This design comes from an exercise in tuning for small area and a short achievable clock period on the open sky130 flow, not from production work. RTL that was checked went through simulation tests only; none was proved equivalent to the original.

==> run F <==
## notch_filter_q15
module notch_filter_q15 (
    input logic clk,
    input logic reset,
    input logic signed [15:0] x_in,
    output logic signed [15:0] y_out,
    input logic signed [15:0] b0,
    input logic signed [15:0] b1,
    input logic signed [15:0] b2,
    input logic signed [15:0] a1,
    input logic signed [15:0] a2
);
    logic signed [31:0] w1, w2;
    logic [31:0] w0;
    logic [3:0] y4;
    logic [3:0] yq;
    wire n162;
    wire n163;
    wire n164;
    wire n165;
    wire n166;
    wire n167;
    wire n168;
    wire n169;
    wire n170;
    wire n171;
    wire n172;
    wire n173;
    wire n174;
    wire n175;
    wire n176;
    wire n177;
    wire n178;
    wire n179;
    wire n180;
    wire n181;
    wire n182;
    wire n183;
    wire n184;
    wire n185;
    wire n186;
    wire n187;
    wire n188;
    wire n189;
    wire n190;
    wire n191;
    wire n192;
    wire n193;
    wire n194;
    wire n195;
    wire n196;
    wire n197;
    wire n198;
  ...
export LEC_CHECK = 0
export ABC_AREA = 1
export CAP_MARGIN = 20
export CORE_MARGIN = 2
export CORE_UTILIZATION = 55
export SETUP_SLACK_MARGIN = 5
export SLEW_MARGIN = 20
export SYNTH_HIERARCHICAL = 1
export SYNTH_MINIMUM_KEEP_SIZE = 0
create_clock -name core_clock -period 20.5 [get_ports {clk}]
run.sh (not shown) runs the stock make flow with config.mk's settings and CLKGATE_MAP_FILE= SYNTH_SCRIPT=/design/flow/synth_recipe.tcl, a recipe that flattens the netlist after the stock synthesis.
==> run X (differences from run F) <==
--- a/flow/config.mk
+++ b/flow/config.mk
@@ -8,7 +8,7 @@
 export ABC_AREA = 1
 export CAP_MARGIN = 20
 export CORE_MARGIN = 2
-export CORE_UTILIZATION = 55
+export CORE_UTILIZATION = 40
 export SETUP_SLACK_MARGIN = 5
 export SLEW_MARGIN = 20
 export SYNTH_HIERARCHICAL = 1
==> run R (differences from run F) <==
--- a/flow/config.mk
+++ b/flow/config.mk
@@ -8,7 +8,8 @@
 export ABC_AREA = 1
 export CAP_MARGIN = 20
 export CORE_MARGIN = 2
-export CORE_UTILIZATION = 55
+export CORE_UTILIZATION = 60
+export PLACE_DENSITY = 0.75
 export SETUP_SLACK_MARGIN = 5
 export SLEW_MARGIN = 20
 export SYNTH_HIERARCHICAL = 1
==> notes.md <==
- Hold slack, highest first: run R, run X, run F.
- Of run F and run R, run R has the higher core utilization (gap 5.4 points).
- The lowest via count belongs to run X, the highest to run R.
- Global-route usage: run F is higher than run X (10 points).
- Synthesized area is the same in run R and run X.
- The highest routed wire length belongs to run F, the lowest to run R.
- Non-clock buffer count: run X < run F < run R.
- Of run F and run X, run X has the higher first-iteration DRC count (gap about 7%, measured against run X).
- Sequential share of layout area is about the same in run F and run X.
==> figures <==
Status: run F no timing/DRC/antenna violations; run R no timing/DRC/antenna violations; run X no timing/DRC/antenna violations
Vias in the first global route: run F 38,283; run R 39,746; run X 38,971
Highest-delay cell along the critical path: run F sky130_fd_sc_hd__clkinv_1; run R sky130_fd_sc_hd__fa_1; run X sky130_fd_sc_hd__fa_2
Cell count after placement: run F 5,689; run R 5,598; run X 6,057
Per-cell routed wire length: run F 26.22 um; run R 25.37 um; run X 24.41 um
Met1 WL: run F 60,930 um; run R 52,330 um; run X 60,420 um
Vertical die dimension: run F 286.6 um; run R 274.6 um; run X 335.4 um
Total met3 wirelength after detailed routing: run F 14,810 um; run R 17,560 um; run X 12,130 um
Met2 WL post-DR: run F 68,050 um; run R 65,140 um; run X 69,950 um
Transition time of the tightest slew-check pin: run F 1.171 ns; run R 1.159 ns; run X 1.167 ns
Core box area: run F 79,000 um^2; run R 72,710 um^2; run X 108,900 um^2
Final routed wirelength across all metal layers: run F 150,700 um; run R 143,700 um; run X 149,200 um
Initial antenna violation count: run F 7; run R 3; run X 3
R2r setup slk: run F 8.54 ns; run R 9.10 ns; run X 8.87 ns
Latest clock arrival within the worst-skew pair: run F 0.38 ns; run R 0.35 ns; run X 0.37 ns
Time the final worst path needs with I/O delays and setup: run F 15.07 ns; run R 15.02 ns; run X 14.98 ns
# clk buffers: run F 10; run R 10; run X 9
Most Frequent Cell on Critical Path: run F sky130_fd_sc_hd__fa_1; run R sky130_fd_sc_hd__nand2_1; run X sky130_fd_sc_hd__nand2_1
No functional check of the RTL was part of any run of this note.


==> try-harbor <==
notch_filter_q15, a different RTL version from the one above (not shown whole).
export LEC_CHECK = 0
export ABC_AREA = 1
export CAP_MARGIN = 20
export CORE_MARGIN = 2
export CORE_UTILIZATION = 55
export CTS_BUF_LIST = sky130_fd_sc_hd__clkbuf_4 sky130_fd_sc_hd__clkbuf_8
export SLEW_MARGIN = 20
export SYNTH_HIERARCHICAL = 1
export SYNTH_MINIMUM_KEEP_SIZE = 0
create_clock -name core_clock -period 20.5 [get_ports {clk}]
standard.sh (not shown) runs the stock make flow with config.mk's settings and CLKGATE_MAP_FILE= SYNTH_SCRIPT=/design/flow/synth_recipe.tcl, a recipe that flattens the netlist after the stock synthesis.
==> flow/flow/run.sh <==
#!/bin/bash
# The standard layout (standard.sh), with two changes to how it is made:
#  - every input and output port still gets its own buffer, but a plain
#    buf_1 (the resizer upsizes it where timing needs it) instead of the
#    clkdlybuf4s50_1 that buffer_ports picks by default;
#  - timing repair aims at a setup margin of 6 ns.
# Clock period, constraints and the synthesis are the standard flow's own.
export BUFFER_PORTS_ARGS="-buffer_cell sky130_fd_sc_hd__buf_1"
export SETUP_SLACK_MARGIN=6
bash standard.sh > standard.log 2>&1
==> inputs of try-umber, as changes to try-harbor <==
--- a/flow/design.v
+++ b/flow/design.v
@@ -8266,16 +8266,80 @@
     wire n7531;
     wire n7532;
     wire n7533;
     wire n7534;
     wire n7535;
     wire n7536;
     wire n7537;
     wire n7538;
+    wire n7539;
+    wire n7540;
+    wire n7541;
+    wire n7542;
+    wire n7543;
+    wire n7544;
+    wire n7545;
+    wire n7546;
+    wire n7547;
+    wire n7548;
+    wire n7549;
+    wire n7550;
+    wire n7551;
+    wire n7552;
+    wire n7554;
+    wire n7555;
+    wire n7556;
+    wire n7557;
+    wire n7558;
+    wire n7559;
+    wire n7560;
+    wire n7561;
+    wire n7562;
+    wire n7563;
+    wire n7564;
+    wire n7565;
+    wire n7566;
+    wire n7567;
+    wire n7569;
+    wire n7570;
+    wire n7571;
+    wire n7572;
+    wire n7573;
+    wire n7574;
+    wire n7575;
+    wire n7576;
+    wire n7577;
+    wire n7578;
+    wire n7579;
+    wire n7580;
+    wire n7581;
+    wire n7582;
+    wire n7583;
+    wire n7584;
+    wire n7585;
+    wire n7586;
+    wire n7587;
+    wire n7588;
+    wire n7590;
+    wire n7591;
+    wire n7592;
+    wire n7593;
+    wire n7594;
+    wire n7595;
+    wire n7596;
+    wire n7597;
+    wire n7598;
+    wire n7599;
+    wire n7600;
+    wire n7602;
+    wire n7603;
+    wire n7604;
+    wire n7605;
+    wire n7606;
     wire n7608;
     wire n7609;
     wire n7610;
     wire n7611;
     wire n7612;
     wire n7613;
     wire n7614;
     wire n7615;
@@ -8343,18 +8407,21 @@
     wire n7677;
     wire n7678;
     wire n7679;
     wire n7680;
     wire n7681;
     wire n7682;
     wire n7683;
     wire n7684;
+    wire n7685;
+    wire n7686;
     wire n7687;
     wire n7688;
+    wire n7689;
     wire hs7690, hc7690;
     wire n7690;
     wire n7691;
     wire fs7692, fc7692;
     wire n7692;
     wire n7693;
     wire fs7694, fc7694;
     wire n7694;
@@ -8552,19 +8619,16 @@
     wire n7847;
     wire n7848;
     wire n7853;
     wire n7854;
     wire n7855;
     wire n7859;
     wire n7860;
     wire n7861;
-    wire n7862;
-    wire n7863;
-    wire n7864;
     wire n7865;
     wire n7866;
     wire n7867;
     wire n7871;
     wire n7872;
     wire n7873;
     wire n7877;
     wire n7878;
@@ -8575,36 +8639,31 @@
     wire n7886;
     wire n7887;
     wire n7888;
     wire n7889;
     wire n7890;
     wire n7891;
     wire n7901;
     wire n7902;
-    wire n7910;
-    wire n7911;
-    wire n7912;
     wire n7913;
     wire n7914;
     wire n7915;
     wire n7925;
     wire n7926;
     wire n7927;
     wire n7931;
     wire n7932;
     wire n7933;
     wire n7934;
     wire n7935;
     wire n7936;
     wire n7937;
     wire n7938;
     wire n7939;
-    wire n7958;
-    wire n7959;
     wire n7961;
     wire n7962;
     wire n7979;
     wire n7980;
     wire n7981;
     wire n7982;
     wire n7983;
     wire n7984;
@@ -8614,33 +8673,30 @@
     wire n8027;
     wire n8028;
     wire n8030;
     wire n8031;
     wire n8033;
     wire n8034;
     wire n8071;
     wire n8072;
-    wire n8075;
+    wire n8073;
+    wire n8074;
     wire n8076;
     wire n8077;
     wire n8078;
     wire n8079;
     wire n8080;
     wire n8081;
     wire n8082;
     wire n8083;
     wire n8084;
     wire n8085;
     wire n8086;
     wire n8087;
-    wire n8088;
-    wire n8089;
-    wire n8090;
-    wire n8091;
     assign n162 = a1[0] ^ a1[1];
     assign n163 = ~a1[0];
     assign n164 = n162 & n163;
     assign n165 = a1[1] ^ a1[2];
     assign n166 = a1[2] ^ a1[3];
     assign n167 = ~n165;
     assign n168 = n166 & n167;
     assign n169 = a1[3] ^ a1[4];
@@ -16889,16 +16945,80 @@
     assign n7531 = n7415 ^ n7507;
     assign n7532 = n7417 ^ n7480;
     assign n7533 = n7419 ^ n7510;
     assign n7534 = n7421 ^ n7489;
     assign n7535 = n7423 ^ n7513;
     assign n7536 = n7425 ^ n7477;
     assign n7537 = n7427 ^ n7516;
     assign n7538 = n7429 ^ n7492;
+    assign n7539 = n3262 & n3264;
+    assign n7540 = n3272 & n4623;
+    assign n7541 = n4624 & n4625;
+    assign n7542 = n4626 & n4627;
+    assign n7543 = n4628 & n4629;
+    assign n7544 = n4630 & n4631;
+    assign n7545 = n4632 & n4633;
+    assign n7546 = n4634 & n4635;
+    assign n7547 = n4636 & n4637;
+    assign n7548 = n4638 & n4639;
+    assign n7549 = n4640 & n4641;
+    assign n7550 = n4642 & n4643;
+    assign n7551 = n4644 & n4645;
+    assign n7552 = n4646 & n4647;
+    assign n7554 = n3272 | n4623;
+    assign n7555 = n4624 | n4625;
+    assign n7556 = n4626 | n4627;
+    assign n7557 = n4628 | n4629;
+    assign n7558 = n4630 | n4631;
+    assign n7559 = n4632 | n4633;
+    assign n7560 = n4634 | n4635;
+    assign n7561 = n4636 | n4637;
+    assign n7562 = n4638 | n4639;
+    assign n7563 = n4640 | n4641;
+    assign n7564 = n4642 | n4643;
+    assign n7565 = n4644 | n4645;
+    assign n7566 = n4646 | n4647;
+    assign n7567 = n3268 & n7539;
+    assign n7569 = n7540 & n7555;
+    assign n7570 = n7541 | n7569;
+    assign n7571 = n7554 & n7555;
+    assign n7572 = n7542 & n7557;
+    assign n7573 = n7543 | n7572;
+    assign n7574 = n7556 & n7557;
+    assign n7575 = n7544 & n7559;
+    assign n7576 = n7545 | n7575;
+    assign n7577 = n7558 & n7559;
+    assign n7578 = n7546 & n7561;
+    assign n7579 = n7547 | n7578;
+    assign n7580 = n7560 & n7561;
+    assign n7581 = n7548 & n7563;
+    assign n7582 = n7549 | n7581;
+    assign n7583 = n7562 & n7563;
+    assign n7584 = n7550 & n7565;
+    assign n7585 = n7551 | n7584;
+    assign n7586 = n7564 & n7565;
+    assign n7587 = n7567 & n7571;
+    assign n7588 = n7570 | n7587;
+    assign n7590 = n7573 & n7577;
+    assign n7591 = n7576 | n7590;
+    assign n7592 = n7574 & n7577;
+    assign n7593 = n7579 & n7583;
+    assign n7594 = n7582 | n7593;
+    assign n7595 = n7580 & n7583;
+    assign n7596 = n7566 & n7585;
+    assign n7597 = n7552 | n7596;
+    assign n7598 = n7566 & n7586;
+    assign n7599 = n7588 & n7592;
+    assign n7600 = n7591 | n7599;
+    assign n7602 = n7594 & n7598;
+    assign n7603 = n7597 | n7602;
+    assign n7604 = n7595 & n7598;
+    assign n7605 = n7600 & n7604;
+    assign n7606 = n7603 | n7605;
     assign n7608 = n4648 & n4649;
     assign n7609 = n4650 & n4651;
     assign n7610 = n4652 & n4653;
     assign n7611 = n4654 & n4655;
     assign n7612 = n4656 & n4657;
     assign n7613 = n4658 & n4659;
     assign n7614 = n4660 & n4661;
     assign n7615 = n4662 & n4663;
@@ -16966,18 +17086,21 @@
     assign n7677 = n7668 | n7676;
     assign n7678 = n7666 & n7669;
     assign n7679 = n7671 & n7675;
     assign n7680 = n7674 | n7679;
     assign n7681 = n7672 & n7675;
     assign n7682 = n7677 & n7681;
     assign n7683 = n7680 | n7682;
     assign n7684 = n7678 & n7681;
+    assign n7685 = n7606 & n7684;
+    assign n7686 = n7683 | n7685;
     assign n7687 = n4680 ^ n4681;
     assign n7688 = ~n7687;
+    assign n7689 = n7686 & n7688;
     nf_ha u7690 (.a(n4648), .b(n7393), .s(hs7690), .co(hc7690));
     assign n7690 = hs7690;
     assign n7691 = hc7690;
     nf_fa u7692 (.a(n7521), .b(n4650), .c(n4651), .s(fs7692), .co(fc7692));
     assign n7692 = fs7692;
     assign n7693 = fc7692;
     nf_fa u7694 (.a(n7522), .b(n4652), .c(n4653), .s(fs7694), .co(fc7694));
     assign n7694 = fs7694;
@@ -17175,19 +17298,16 @@
     assign n7847 = n7794 & n7798;
     assign n7848 = n7797 | n7847;
     assign n7853 = n7800 & n7804;
     assign n7854 = n7803 | n7853;
     assign n7855 = n7801 & n7804;
     assign n7859 = n7806 & n7810;
     assign n7860 = n7809 | n7859;
     assign n7861 = n7807 & n7810;
-    assign n7862 = n7754 & n7812;
-    assign n7863 = n7755 | n7862;
-    assign n7864 = n7754 & n7813;
     assign n7865 = n7812 & n7816;
     assign n7866 = n7815 | n7865;
     assign n7867 = n7813 & n7816;
     assign n7871 = n7818 & n7822;
     assign n7872 = n7821 | n7871;
     assign n7873 = n7819 & n7822;
     assign n7877 = n7824 & n7828;
     assign n7878 = n7827 | n7877;
@@ -17198,36 +17318,31 @@
     assign n7886 = n7786 & n7836;
     assign n7887 = n7787 | n7886;
     assign n7888 = n7786 & n7837;
     assign n7889 = n7836 & n7840;
     assign n7890 = n7839 | n7889;
     assign n7891 = n7837 & n7840;
     assign n7901 = n7848 & n7855;
     assign n7902 = n7854 | n7901;
-    assign n7910 = n7860 & n7864;
-    assign n7911 = n7863 | n7910;
-    assign n7912 = n7861 & n7864;
     assign n7913 = n7860 & n7867;
     assign n7914 = n7866 | n7913;
     assign n7915 = n7861 & n7867;
     assign n7925 = n7872 & n7879;
     assign n7926 = n7878 | n7925;
     assign n7927 = n7873 & n7879;
     assign n7931 = n7837 & n7884;
     assign n7932 = n7836 | n7931;
     assign n7933 = n7837 & n7885;
     assign n7934 = n7884 & n7888;
     assign n7935 = n7887 | n7934;
     assign n7936 = n7885 & n7888;
     assign n7937 = n7884 & n7891;
     assign n7938 = n7890 | n7937;
     assign n7939 = n7885 & n7891;
-    assign n7958 = n7902 & n7912;
-    assign n7959 = n7911 | n7958;
     assign n7961 = n7902 & n7915;
     assign n7962 = n7914 | n7961;
     assign n7979 = n7926 & n7933;
     assign n7980 = n7932 | n7979;
     assign n7981 = n7927 & n7933;
     assign n7982 = n7926 & n7936;
     assign n7983 = n7935 | n7982;
     assign n7984 = n7927 & n7936;
@@ -17237,33 +17352,30 @@
     assign n8027 = n7962 & n7981;
     assign n8028 = n7980 | n8027;
     assign n8030 = n7962 & n7984;
     assign n8031 = n7983 | n8030;
     assign n8033 = n7962 & n7987;
     assign n8034 = n7986 | n8033;
     assign n8071 = n7786 ^ n8028;
     assign n8072 = n7788 ^ n8031;
-    assign n8075 = n7684 & n7959;
-    assign n8076 = n7683 | n8075;
-    assign n8077 = n7688 & n8076;
-    assign n8078 = n7790 ^ n8077;
-    assign n8079 = n8034 ^ n8078;
-    assign n8080 = n7791 ^ n7792;
-    assign n8081 = ~n7790;
-    assign n8082 = n8077 & n8081;
-    assign n8083 = n8080 ^ n8082;
-    assign n8084 = n7790 | n7791;
-    assign n8085 = n7792 ^ n8084;
-    assign n8086 = n7790 & n8077;
-    assign n8087 = n8085 ^ n8086;
-    assign n8088 = n8034 & n8087;
-    assign n8089 = ~n8034;
-    assign n8090 = n8083 & n8089;
-    assign n8091 = n8088 | n8090;
+    assign n8073 = n7689 ^ n7790;
+    assign n8074 = n8034 ^ n8073;
+    assign n8076 = n7791 ^ n7792;
+    assign n8077 = ~n7790;
+    assign n8078 = n7689 & n8077;
+    assign n8079 = n8076 ^ n8078;
+    assign n8080 = n7790 | n7791;
+    assign n8081 = n7792 ^ n8080;
+    assign n8082 = n7689 & n7790;
+    assign n8083 = n8081 ^ n8082;
+    assign n8084 = n8034 & n8083;
+    assign n8085 = ~n8034;
+    assign n8086 = n8079 & n8085;
+    assign n8087 = n8084 | n8086;
     assign w0[0] = n3012;
     assign w0[1] = n3200;
     assign w0[2] = n3201;
     assign w0[3] = n3202;
     assign w0[4] = n3203;
     assign w0[5] = n3204;
     assign w0[6] = n3205;
     assign w0[7] = n3206;
@@ -17288,18 +17400,18 @@
     assign w0[26] = n3225;
     assign w0[27] = n3226;
     assign w0[28] = n3227;
     assign w0[29] = n3228;
     assign w0[30] = n3229;
     assign w0[31] = n3230;
     assign y4[0] = n8071;
     assign y4[1] = n8072;
-    assign y4[2] = n8079;
-    assign y4[3] = n8091;
+    assign y4[2] = n8074;
+    assign y4[3] = n8087;
     always_ff @(posedge clk or posedge reset) begin
         if (reset) begin
             w1 <= 0;
             w2 <= 0;
             yq <= 0;
         end else begin
             w2 <= w1;
             w1 <= w0;
Settings changed: CORE_UTILIZATION 55 to 45.
==> flow_summary.json <==
{
  "status": "finished clean",
  "synth-simple-area-share": 0.0732,
  "worstPathArrival_ns": 14.27,
  "synth_cell_types": 60,
  "clk_latency_ns": 0.41,
  "fp.dieW_um": 288,
  "seq-cell-share": 0.0367,
  "post_cts_buffers": 0,
  "multi_input_area_share": 0.867
}
-- figures above: try-harbor

==> flow_summary.json <==
{
  "worstPathArrival_ns": 14.30,
  "synth-simple-area-share": 0.0766,
  "fp.dieW_um": 319,
  "status": "finished clean",
  "multi_input_area_share": 0.863,
  "clk_latency_ns": 0.37,
  "seq-cell-share": 0.0363,
  "synth_cell_types": 61,
  "post_cts_buffers": 1
}
-- figures above: try-umber

For try-harbor, only the layout was checked, not whether the RTL still works.

-- separate check: timing with driven ports --
Ports are ideal in the flow. The routed layouts listed here were re-timed in OpenROAD. Step 1, drivers: a clkbuf_16 drives clk and a buf_2 each remaining input, both assumed. Step 2, shift: input delay + t, output delay - t, t = (earliest + latest rising clock arrival at the registers) / 2. This alone moves slack from input paths to output paths. Slacks: ideal / step 1 / step 2; pairs: ideal / step 1.
run	t, ns	setup WS [ns]	worst hold slack (ns)	clock arrival spread, ns	worst slew at a driven data input, ns
run F	0.428	5.433 / 5.465 / 5.037	0.358 / 0.358 / 0.358	0.022 / 0.022	0.12
run X	0.406	5.520 / 5.553 / 5.147	0.374 / 0.374 / 0.374	0.027 / 0.028	0.08
run R	0.399	5.481 / 5.510 / 5.110	0.376 / 0.376 / 0.376	0.015 / 0.015	0.06
try-harbor	0.430	6.578 / 6.551 / 6.121	0.367 / 0.367 / 0.367	0.035 / 0.035	0.13
try-umber	0.410	6.478 / 6.383 / 5.972	0.377 / 0.377 / 0.377	0.024 / 0.023	0.14
After both steps setup and hold are still met in every run listed. The setup slack of try-umber, which loses most, moves by -0.095 ns with the drivers and by -0.506 ns with both steps.
